This is an optimization exercise on Yosys and OpenROAD, whose aim is a short achievable clock period and few clock cycles, not a production implementation. Where RTL was checked, it was by simulation tests only, not by an equivalence proof against the original. The flow treats the clock pin as an ideal source, which a real chip does not have. Power and IR drop assume default switching activity.

Design RV32core, start of the top module:
module RV32core(
        input clk,   
        input rst,   
        output[31:0] imem_addr,
        input [31:0] imem_data,
        output[31:0] dmem_addr,
        output[31:0] dmem_wdata,
        output[3:0]  dmem_wstrb,
        input [31:0] dmem_rdata
    );
clock: 17.0 ns
lec_check: 0
abc_clock_period_in_ps: 100
cap_margin: 20
core_margin: 2
core_utilization: 30
slew_margin: 20
standard.sh (not shown) runs the stock make flow with config.mk's settings and CLKGATE_MAP_FILE= SYNTH_SCRIPT=/design/flow/synth_recipe.tcl, a recipe that flattens the netlist after the stock synthesis.
==> flow/flow/run.sh <==
#!/bin/bash
# Layout: the standard ORFS flow with these changes.
#  * synthesis leaves adders to abc as plain gates (ADDER_MAP_FILE empty)
#    instead of mapping them onto the library's full/half adder cells
#  * timing repair is asked to leave SETUP_SLACK_MARGIN ns of setup slack at
#    the design's clock period, so it works on the real critical paths
#  * before detailed placement, each flip-flop that drives an output port's
#    buffer is moved next to that buffer (flow/pull_outs.tcl)
#  * the port buffers are buf_4 cells (BUFFER_PORTS_ARGS), not delay cells
# Each tool's output is in synth.log and layout.log, and ORFS's logs under orfs/.
set -euo pipefail
MARGIN=${MARGIN:-13.1}
HERE=$(pwd)
bash standard.sh ADDER_MAP_FILE= synth > synth.log 2>&1
bash standard.sh ADDER_MAP_FILE= SETUP_SLACK_MARGIN=$MARGIN \
  BUFFER_PORTS_ARGS="-buffer_cell sky130_fd_sc_hd__buf_4" PRE_DETAIL_PLACE_TCL=$HERE/flow/pull_outs.tcl POST_CTS_TCL=$HERE/flow/post_cts.tcl \
  finish > layout.log 2>&1
Other scripts of this flow, unchanged in this note and not shown: flow/flow/drop_root.tcl, flow/flow/post_cts.tcl, flow/flow/pull_outs.tcl
Rerun with:
--- a/flow/design.v
+++ b/flow/design.v
@@ -8,13 +8,13 @@
         output[31:0] dmem_wdata,
         output[3:0]  dmem_wstrb,
         input [31:0] dmem_rdata
     );
     localparam BI = 4;               
     localparam NB = 1 << BI;
-    localparam HI = 5;               
+    localparam HI = 4;               
     localparam NH = 1 << HI;
     localparam LH = 5;               
     localparam NP = 1 << LH;
     localparam RD = 4;               
     localparam LT = 4;               
     localparam T_BR = 2'd0, T_JAL = 2'd1, T_RET = 2'd2, T_IND = 2'd3;
After rerunning:
- count of clock-buffer cells in the layout decreases by 61
- utilization rose by 0.27 points
- setup slack is worse by 0.093 ns
- routed wire length went down by roughly a tenth
- clock power decreases by a little under a tenth
- register-to-register slack is worse by 0.11 ns
- non-clock buffer count drops by 7
- cell count decreases by roughly a tenth
- via count fell by roughly a tenth
- power fell by a little under a tenth
- clock skew goes up by 0.025 ns
No functional check of the RTL was part of any run of this note.

the baseline:
RV32core, a different RTL version from the one above (not shown whole).
Size: about 11,000 cells after synthesis, about 3,800 flip-flops.
Settings: LEC_CHECK=0, ABC_CLOCK_PERIOD_IN_PS=1000, CAP_MARGIN=20, CORE_MARGIN=2, CORE_UTILIZATION=40, SLEW_MARGIN=20; clock period 17.0 ns.
==> flow/flow/run.sh <==
#!/bin/bash
# Layout: the standard ORFS flow with two changes.
#  * synthesis leaves adders to abc as plain gates (ADDER_MAP_FILE empty)
#    instead of mapping them onto the library's full/half adder cells
#  * timing repair is asked to leave SETUP_SLACK_MARGIN ns of setup slack at
#    the design's clock period, so it works on the real critical paths
# Each tool's output is in synth.log and layout.log, and ORFS's logs under orfs/.
set -euo pipefail
MARGIN=${MARGIN:-12.8}
bash standard.sh ADDER_MAP_FILE= synth > synth.log 2>&1
bash standard.sh ADDER_MAP_FILE= SETUP_SLACK_MARGIN=$MARGIN finish > layout.log 2>&1
Input-level comparison between the candidate and the baseline:
--- a/flow/design.v
+++ b/flow/design.v
@@ -15,17 +15,15 @@
     localparam NH = 1 << HI;
     localparam LH = 5;               
     localparam NP = 1 << LH;
     localparam RD = 4;               
     localparam T_BR = 2'd0, T_JAL = 2'd1, T_RET = 2'd2, T_IND = 2'd3;
     reg [31:0] pc_f;
     reg        v_d;
-    reg [31:0] ir_d, pc_d, ptgt_d, pc4_d;
-    reg [13:0] brl_d;                
-    reg [21:0] jall_d;               
+    reg [31:0] ir_d, pc_d, ptgt_d, pc4_d, brt_d, jalt_d;
     reg        pt_d;                 
     reg        bp_d;                 
     reg [HI-1:0] bi_d;               
     reg        v_e;
     reg [31:0] a_e, b_e, sd_e;       
     reg        a_m, b_m, s_m;       
     reg        a_h, b_h;            
@@ -75,15 +73,25 @@
     wire taken_f = hit_f && (typ_f != T_BR || bp_f);
     wire [31:0] ras_top = ras[ras_sp];
     wire [31:0] tgt_f = typ_f == T_RET ? ras_top : btb_tgt[bx_f];
     wire [31:0] pc4_f = pc_f + 32'd4;
     wire [31:0] fimm_b = {{20{imem_data[31]}}, imem_data[7], imem_data[30:25], imem_data[11:8], 1'b0};
     wire [31:0] fimm_j = {{12{imem_data[31]}}, imem_data[19:12], imem_data[20], imem_data[30:21], 1'b0};
     wire [13:0] brt_lo  = {1'b0, pc_f[12:0]} + {1'b0, fimm_b[12:0]};
+    wire [18:0] brt_hp  = pc_f[31:13] + 19'd1;
+    wire [18:0] brt_hm  = pc_f[31:13] - 19'd1;
+    wire [18:0] brt_hi  = (fimm_b[31] & ~brt_lo[13]) ? brt_hm :
+                          (~fimm_b[31] & brt_lo[13]) ? brt_hp : pc_f[31:13];
+    wire [31:0] brt_f   = {brt_hi, brt_lo[12:0]};
     wire [21:0] jalt_lo = {1'b0, pc_f[20:0]} + {1'b0, fimm_j[20:0]};
+    wire [10:0] jalt_hp = pc_f[31:21] + 11'd1;
+    wire [10:0] jalt_hm = pc_f[31:21] - 11'd1;
+    wire [10:0] jalt_hi = (fimm_j[31] & ~jalt_lo[21]) ? jalt_hm :
+                          (~fimm_j[31] & jalt_lo[21]) ? jalt_hp : pc_f[31:21];
+    wire [31:0] jalt_f  = {jalt_hi, jalt_lo[20:0]};
     wire [6:0] op = ir_d[6:0];
     wire [2:0] f3 = ir_d[14:12];
     wire [4:0] rd = ir_d[11:7], rs1 = ir_d[19:15], rs2 = ir_d[24:20];
     wire is_lui   = v_d && op == 7'b0110111;
     wire is_auipc = v_d && op == 7'b0010111;
     wire is_jal   = v_d && op == 7'b1101111;
     wire is_jalr  = v_d && op == 7'b1100111;
@@ -101,24 +109,14 @@
     wire is_call = (is_jal | is_jalr) && (rd == 5'd1 || rd == 5'd5);
     wire is_ret  = is_jalr && rd == 5'd0 && (rs1 == 5'd1 || rs1 == 5'd5);
     wire [31:0] imm_i = {{20{ir_d[31]}}, ir_d[31:20]};
     wire [31:0] imm_s = {{20{ir_d[31]}}, ir_d[31:25], ir_d[11:7]};
     wire [31:0] imm_b = {{20{ir_d[31]}}, ir_d[7], ir_d[30:25], ir_d[11:8], 1'b0};
     wire [31:0] imm_u = {ir_d[31:12], 12'b0};
     wire [31:0] imm_j = {{12{ir_d[31]}}, ir_d[19:12], ir_d[20], ir_d[30:21], 1'b0};
-    wire [18:0] brt_hp  = pc_d[31:13] + 19'd1;
-    wire [18:0] brt_hm  = pc_d[31:13] - 19'd1;
-    wire [18:0] brt_hi  = (ir_d[31] & ~brl_d[13]) ? brt_hm :
-                          (~ir_d[31] & brl_d[13]) ? brt_hp : pc_d[31:13];
-    wire [31:0] brt_d   = {brt_hi, brl_d[12:0]};
-    wire [10:0] jalt_hp = pc_d[31:21] + 11'd1;
-    wire [10:0] jalt_hm = pc_d[31:21] - 11'd1;
-    wire [10:0] jalt_hi = (ir_d[31] & ~jall_d[21]) ? jalt_hm :
-                          (~ir_d[31] & jall_d[21]) ? jalt_hp : pc_d[31:21];
-    wire [31:0] jalt_d  = {jalt_hi, jall_d[20:0]};
     wire [31:0] rf1 = rs1 == 5'd0 ? 32'd0 : rf[rs1];
     wire [31:0] rf2 = rs2 == 5'd0 ? 32'd0 : rf[rs2];
     wire [31:0] rv1 = (wen_m && rd_m == rs1) ? val_m : (wen_w && rd_w == rs1) ? val_w : rf1;
     wire [31:0] rv2 = (wen_m && rd_m == rs2) ? val_m : (wen_w && rd_w == rs2) ? val_w : rf2;
     wire stall_d = ld_e && rd_e != 5'd0 &&
                    ((use1 && rs1 == rd_e) || (use2 && rs2 == rd_e));
     wire m1 = wen_e && rd_e == rs1;
@@ -218,16 +216,16 @@
         end
     end
     always @(posedge clk) begin
         if (!stall_d) begin
             ir_d <= imem_data;
             pc_d <= pc_f;
             pc4_d <= pc4_f;
-            brl_d <= brt_lo;
-            jall_d <= jalt_lo;
+            brt_d <= brt_f;
+            jalt_d <= jalt_f;
             ptgt_d <= f_ret ? ras_top : tgt_f;
             bp_d <= bp_f;
             bi_d <= hx_f;
         end
     end
     wire go_e = !redirect_ex && !stall_d;
     wire pt_n = pt_d | id_br | id_ret;           
Results
The candidate has completed all stages; timing, DRC and antenna checks passed. Comparing the baseline with the candidate, the parity-gate share of the synthesized area counting xor and xnor cells came out essentially unchanged. When the candidate is measured against the baseline, its clock group share of total power turns out 0.3 points lower. The candidate vs the baseline, final layout net count went down by 77. From the baseline to the candidate the numbers moved as follows: post-DP HPWL now sits higher; maximum vdd ir drop now sits higher.
No functional check of the RTL was part of any run of this note.

Setup of old:
RV32core, a different RTL version from the one above (not shown whole).
For scale: ~15000 cells after synthesis, about 170 I/O pins, about 0.16 mm² of cells after synthesis.
Settings: LEC_CHECK=0, ABC_CLOCK_PERIOD_IN_PS=100, CAP_MARGIN=20, CORE_MARGIN=2, CORE_UTILIZATION=40, SLEW_MARGIN=20; clock period 17.0 ns.
==> flow/flow/run.sh <==
#!/bin/bash
set -euo pipefail
MARGIN=${MARGIN:-12.8}
HERE=$(pwd)
bash standard.sh ADDER_MAP_FILE= synth > synth.log 2>&1
bash standard.sh ADDER_MAP_FILE= SETUP_SLACK_MARGIN=$MARGIN \
  PRE_DETAIL_PLACE_TCL=$HERE/flow/pull_outs.tcl POST_CTS_TCL=$HERE/flow/post_cts.tcl \
  finish > layout.log 2>&1
Other scripts of this flow, unchanged in this note and not shown: flow/flow/drop_root.tcl, flow/flow/post_cts.tcl, flow/flow/pull_outs.tcl
Testbench counts of old, summed over its fixed seeds: cycles 330,387.
> inputs changed (old -> new)
--- a/flow/design.v
+++ b/flow/design.v
@@ -3,21 +3,21 @@
         input clk,   
         input rst,   
         output[31:0] imem_addr,
         input [31:0] imem_data,
         output[31:0] dmem_addr,
         output[31:0] dmem_wdata,
         output[3:0]  dmem_wstrb,
         input [31:0] dmem_rdata
     );
-    localparam BI = 4;               
+    localparam BI = 5;               
     localparam NB = 1 << BI;
-    localparam HI = 5;               
+    localparam HI = 6;               
     localparam NH = 1 << HI;
     localparam LH = 5;               
     localparam NP = 1 << LH;
     localparam RD = 4;               
     localparam T_BR = 2'd0, T_JAL = 2'd1, T_RET = 2'd2, T_IND = 2'd3;
     reg [31:0] pc_f;
     reg        v_d;
     reg [31:0] ir_d, pc_d, ptgt_d, pc4_d;
     reg        pt_d;                 
new against old: number of distinct library cell variants in the gate-level netlist after synthesis shows an increase of 13; leakage power figure picked up an extra about 44%. In the reports for old and new, the larger clock network power share belongs to new. new against old; flip-flop and latch power is up by more than a quarter. Against old, new comes in about 50% higher on met2 routed wirelength. Summary of new over old: proportion of cell area occupied by registers moved up, final antenna diode count moved up, power moved up. Post-route worst setup slack delta for new relative to old: 160 ps lower. Comparing old and new, the higher maximum clock skew at final layout is on new. Max detailed-routing wirelength on met1 across old and new: new. new: area after synthesis is 0.068 mm² higher than what old reported. old ended up with wstrb_m[2] as its start point of the critical path; new ended up with wstrb_m[1]. Cmp old and new / post-place setup slack / lower: new. Measured against new, the clock power of old comes out at 0.68 times the reference value.
No functional check of the RTL was part of new.

RV32core again, from the RTL that the note above started with.
Settings: LEC_CHECK=0, ABC_CLOCK_PERIOD_IN_PS=100, CAP_MARGIN=20, CORE_MARGIN=2, CORE_UTILIZATION=40, SLEW_MARGIN=20; clock period 17.0 ns.
==> flow/flow/run.sh <==
#!/bin/bash
# Layout: the standard ORFS flow with these changes.
#  * synthesis leaves adders to abc as plain gates (ADDER_MAP_FILE empty)
#    instead of mapping them onto the library's full/half adder cells
#  * timing repair is asked to leave SETUP_SLACK_MARGIN ns of setup slack at
#    the design's clock period, so it works on the real critical paths
#  * before detailed placement, each flip-flop that drives an output port's
#    buffer is moved next to that buffer (flow/pull_outs.tcl)
#  * the port buffers are buf_4 cells (BUFFER_PORTS_ARGS), not delay cells
# Each tool's output is in synth.log and layout.log, and ORFS's logs under orfs/.
set -euo pipefail
MARGIN=${MARGIN:-12.8}
HERE=$(pwd)
bash standard.sh ADDER_MAP_FILE= synth > synth.log 2>&1
bash standard.sh ADDER_MAP_FILE= SETUP_SLACK_MARGIN=$MARGIN \
  BUFFER_PORTS_ARGS="-buffer_cell sky130_fd_sc_hd__buf_4" PRE_DETAIL_PLACE_TCL=$HERE/flow/pull_outs.tcl POST_CTS_TCL=$HERE/flow/post_cts.tcl \
  finish > layout.log 2>&1
Other scripts of this flow, unchanged in this note and not shown: flow/flow/drop_root.tcl, flow/flow/post_cts.tcl, flow/flow/pull_outs.tcl
The starting point ran to the end with no violations.
Testbench counts at the start, summed over its fixed seeds: cycles 330,387.
Rerun with:
--- a/flow/design.v
+++ b/flow/design.v
@@ -4,19 +4,19 @@
         input rst,   
         output[31:0] imem_addr,
         input [31:0] imem_data,
         output[31:0] dmem_addr,
         output[31:0] dmem_wdata,
         output[3:0]  dmem_wstrb,
         input [31:0] dmem_rdata
     );
-    localparam BI = 4;               
+    localparam BI = 5;               
     localparam NB = 1 << BI;
-    localparam HI = 5;               
+    localparam HI = 6;               
     localparam NH = 1 << HI;
     localparam LH = 5;               
     localparam NP = 1 << LH;
     localparam RD = 4;               
     localparam T_BR = 2'd0, T_JAL = 2'd1, T_RET = 2'd2, T_IND = 2'd3;
     reg [31:0] pc_f;
     reg        v_d;
     reg [31:0] ir_d, pc_d, ptgt_d, pc4_d;
Outcome:
- routed wire length climbs by 47%
- synthesized cell count climbs by 40%
- combinational power climbs by 30%
- worst setup slack got worse by 0.12 ns
- core utilization drops by 0.59 points
- first-iteration DRC count climbs by 48%
- via count climbs by 42%
- total power climbs by 41%
- global-route usage climbs by 1.3 points
- final cell count climbs by 41%
- sequential power climbs by 47%
- die area climbs by 41%
No functional check of the RTL was part of the second run of this note.

Another version of the RTL of RV32core (not shown whole).
Size in the first run: ~16000 cells after synthesis, roughly 3800 flip-flops.
==> flow/config.mk <==
export PLATFORM = sky130hd
export DESIGN_NAME = RV32core
export DESIGN_NICKNAME = RV32core
export VERILOG_FILES = /design/flow/design.v
export SDC_FILE = /design/flow/constraint.sdc
export NUM_CORES = 8
export LEC_CHECK = 0
export ABC_CLOCK_PERIOD_IN_PS = 100
export CAP_MARGIN = 20
export CORE_MARGIN = 2
export CORE_UTILIZATION = 30
export SLEW_MARGIN = 20
==> flow/constraint.sdc <==
create_clock -name core_clock -period 17.0 [get_ports {clk}]
set_input_delay 3.4000 -clock core_clock [delete_from_list [all_inputs] [get_ports {clk}]]
set_output_delay 3.4000 -clock core_clock [all_outputs]
set_load 0.01 [all_outputs]
==> flow/flow/run.sh <==
#!/bin/bash
# Layout: the standard ORFS flow with these changes.
#  * synthesis leaves adders to abc as plain gates (ADDER_MAP_FILE empty)
#    instead of mapping them onto the library's full/half adder cells
#  * timing repair is asked to leave SETUP_SLACK_MARGIN ns of setup slack at
#    the design's clock period, so it works on the real critical paths
#  * before detailed placement, each flip-flop that drives an output port's
#    buffer is moved next to that buffer (flow/pull_outs.tcl)
#  * the port buffers are buf_4 cells (BUFFER_PORTS_ARGS), not delay cells
# Each tool's output is in synth.log and layout.log, and ORFS's logs under orfs/.
set -euo pipefail
MARGIN=${MARGIN:-13.1}
HERE=$(pwd)
bash standard.sh ADDER_MAP_FILE= synth > synth.log 2>&1
bash standard.sh ADDER_MAP_FILE= SETUP_SLACK_MARGIN=$MARGIN \
  BUFFER_PORTS_ARGS="-buffer_cell sky130_fd_sc_hd__buf_4" PRE_DETAIL_PLACE_TCL=$HERE/flow/pull_outs.tcl POST_CTS_TCL=$HERE/flow/post_cts.tcl \
  finish > layout.log 2>&1
Other scripts of this flow, unchanged in this note and not shown: flow/flow/drop_root.tcl, flow/flow/post_cts.tcl, flow/flow/pull_outs.tcl
The starting point produced a layout that fails on antenna violations.
Rerun with:
--- a/flow/design.v
+++ b/flow/design.v
@@ -2,23 +2,23 @@
 module RV32core(
         input clk,   
         input rst,   
         output[31:0] imem_addr,
         input [31:0] imem_data,
         output[31:0] dmem_addr,
         output[31:0] dmem_wdata,
         output[3:0]  dmem_wstrb,
         input [31:0] dmem_rdata
     );
-    localparam BI = 4;               
+    localparam BI = 5;               
     localparam NB = 1 << BI;
-    localparam HI = 5;               
+    localparam HI = 6;               
     localparam NH = 1 << HI;
     localparam LH = 5;               
     localparam NP = 1 << LH;
     localparam RD = 4;               
     localparam T_BR = 2'd0, T_JAL = 2'd1, T_RET = 2'd2, T_IND = 2'd3;
     reg [31:0] pc_f;
     reg        v_d;
     reg [31:0] ir_d, pc_d, ptgt_d, pc4_d;
     reg        pt_d;                 
     reg        bp_d;                 
@@ -167,24 +167,22 @@
         for (k = 1; k < 32; k = k + 1)
             rf1 = rf1 | ({32{rs1 == k}} & rf[k*32 +: 32]);
     end
     reg  [32-1:0] rf2;
     always @(*) begin : rd_rf2
         integer k;
         rf2 = {32{1'b0}};
         for (k = 1; k < 32; k = k + 1)
             rf2 = rf2 | ({32{rs2 == k}} & rf[k*32 +: 32]);
     end
-    wire fm1 = wen_m && rd_m == rs1, fm2 = wen_m && rd_m == rs2;
-    wire [31:0] rv1 = fm1 ? res_nl : (wen_w && rd_w == rs1) ? val_w : rf1;
-    wire [31:0] rv2 = fm2 ? res_nl : (wen_w && rd_w == rs2) ? val_w : rf2;
-    wire ld1 = fm1 && ld_m, ld2 = fm2 && ld_m;
+    wire [31:0] rv1 = (wen_m && rd_m == rs1) ? val_m : (wen_w && rd_w == rs1) ? val_w : rf1;
+    wire [31:0] rv2 = (wen_m && rd_m == rs2) ? val_m : (wen_w && rd_w == rs2) ? val_w : rf2;
     wire stall_d = stall_q;
     wire m1 = wen_e && !kill_e && rd_e == rs1;
     wire m2 = wen_e && !kill_e && rd_e == rs2;
     wire ras_ok = 1'b1;
     wire id_jal  = is_jal && !pt_d;
     wire id_br   = is_br && !pt_d && bp_d;
     wire id_ret  = is_ret && !pt_d && ras_ok;
     wire id_bad  = pt_d && !(is_br | is_jal | is_jalr);
     wire [31:0] id_tgt = id_jal ? jalt_d : id_br ? brt_d : id_ret ? ras_top : pc4_d;
     wire [31:0] A  = {a_h ? res_m[31:16] : a_e[31:16], a_m ? res_m[15:0] : a_e[15:0]};
@@ -341,23 +339,23 @@
             mc_e <= {is_br & (f3 == (pt_n ? 3'd6 : 3'd7)), is_br & (f3 == (pt_n ? 3'd7 : 3'd6)),
                      is_br & (f3 == (pt_n ? 3'd4 : 3'd5)), is_br & (f3 == (pt_n ? 3'd5 : 3'd4)),
                      is_br & (f3 == (pt_n ? 3'd0 : 3'd1)), is_br & (f3 == (pt_n ? 3'd1 : 3'd0))};
             jx_e <= is_jalr & ~pt_n;
             jc_e <= is_jalr & pt_n;
         end
     end
     always @(posedge clk) begin
         a_h <= !rst && a_rs1 && m1;
         b_h <= !rst && b_rs2 && m2;
-        a_e <= (a_rs1 && ld1) ? ld_v : is_auipc ? pc_d : is_lui ? 32'd0 : rv1;
-        b_e <= (b_rs2 && ld2) ? ld_v : b_rs2 ? rv2 : is_st ? imm_s : (is_lui | is_auipc) ? imm_u : imm_i;
-        sd_e <= ld2 ? ld_v : rv2;
+        a_e <= is_auipc ? pc_d : is_lui ? 32'd0 : rv1;
+        b_e <= b_rs2 ? rv2 : is_st ? imm_s : (is_lui | is_auipc) ? imm_u : imm_i;
+        sd_e <= rv2;
         link_e <= pc4_d;
         alt_e <= pt_n ? pc4_d : brt_d;
         ctgt_e <= is_jal ? jalt_d : brt_d;
         jcmp_e <= ptgt_n - imm_i;
         pc_e <= pc_d;
         f3_e <= f3;
         rd_e <= rd;
         bi_e <= bi_d;
     end
     always @(posedge clk or posedge rst) begin
Result: Now the flow went through all stages and came out clean. Final cell count rises by about 40%. Sequential share of layout area went up by 1.3 points. Non-clock buffer count rises by 491. Die area increases by about 40%. Fmax decreases by about 4%.
No functional check of the RTL was part of any run of this note.

## separate check: timing with driven ports
The flow's constraints put no driver on any port. The routed layouts listed below were extracted and timed again, unchanged, in two steps. Step 1: set_driving_cell puts a clkbuf_16 on clk and a buf_2 on each other input, an assumption about the parent block. Step 2, shift: input delay + t, output delay - t, t = (earliest + latest rising clock arrival at the registers) / 2. This alone moves slack from input paths to output paths. Slacks: no drivers / after step 1 / after step 2; pairs: no drivers / after step 1.
run | t (ns) | setup WS [ns] | hold WS [ns] | worst setup path after step 2 | latest minus earliest clock arrival (ns)
the first run of note 1 | 1.017 | 12.272 / 12.065 / 11.557 | 0.213 / 0.215 / 0.215 | input to register | 0.207 / 0.206
the second run of note 1 | 1.007 | 12.179 / 11.987 / 11.717 | 0.322 / 0.322 / 0.322 | input to register | 0.219 / 0.216
the baseline | 1.081 | 10.814 / 10.742 / 9.660 | 0.272 / 0.272 / 0.272 | input to register | 0.097 / 0.097
the candidate | 1.080 | 11.326 / 11.281 / 10.201 | 0.322 / 0.322 / 0.322 | input to register | 0.080 / 0.080
old | 0.974 | 12.381 / 12.136 / 11.616 | 0.260 / 0.262 / 0.262 | input to register | 0.127 / 0.125
new | 1.091 | 12.219 / 11.956 / 11.686 | 0.305 / 0.305 / 0.305 | input to register | 0.160 / 0.160
the first run of note 4 | 0.916 | 12.318 / 12.106 / 11.742 | 0.299 / 0.299 / 0.299 | input to register | 0.126 / 0.127
the second run of note 4 | 1.076 | 12.197 / 11.947 / 11.618 | 0.292 / 0.292 / 0.292 | input to register | 0.170 / 0.168
the first run of note 5 | 0.978 | 12.341 / 12.113 / 11.627 | 0.269 / 0.269 / 0.269 | input to register | 0.143 / 0.144
the second run of note 5 | 1.127 | 12.155 / 11.886 / 11.742 | 0.325 / 0.325 / 0.325 | input to register | 0.178 / 0.178
The setup slack of the baseline, which loses most, moves by -0.072 ns with the drivers and by -1.154 ns with both steps.
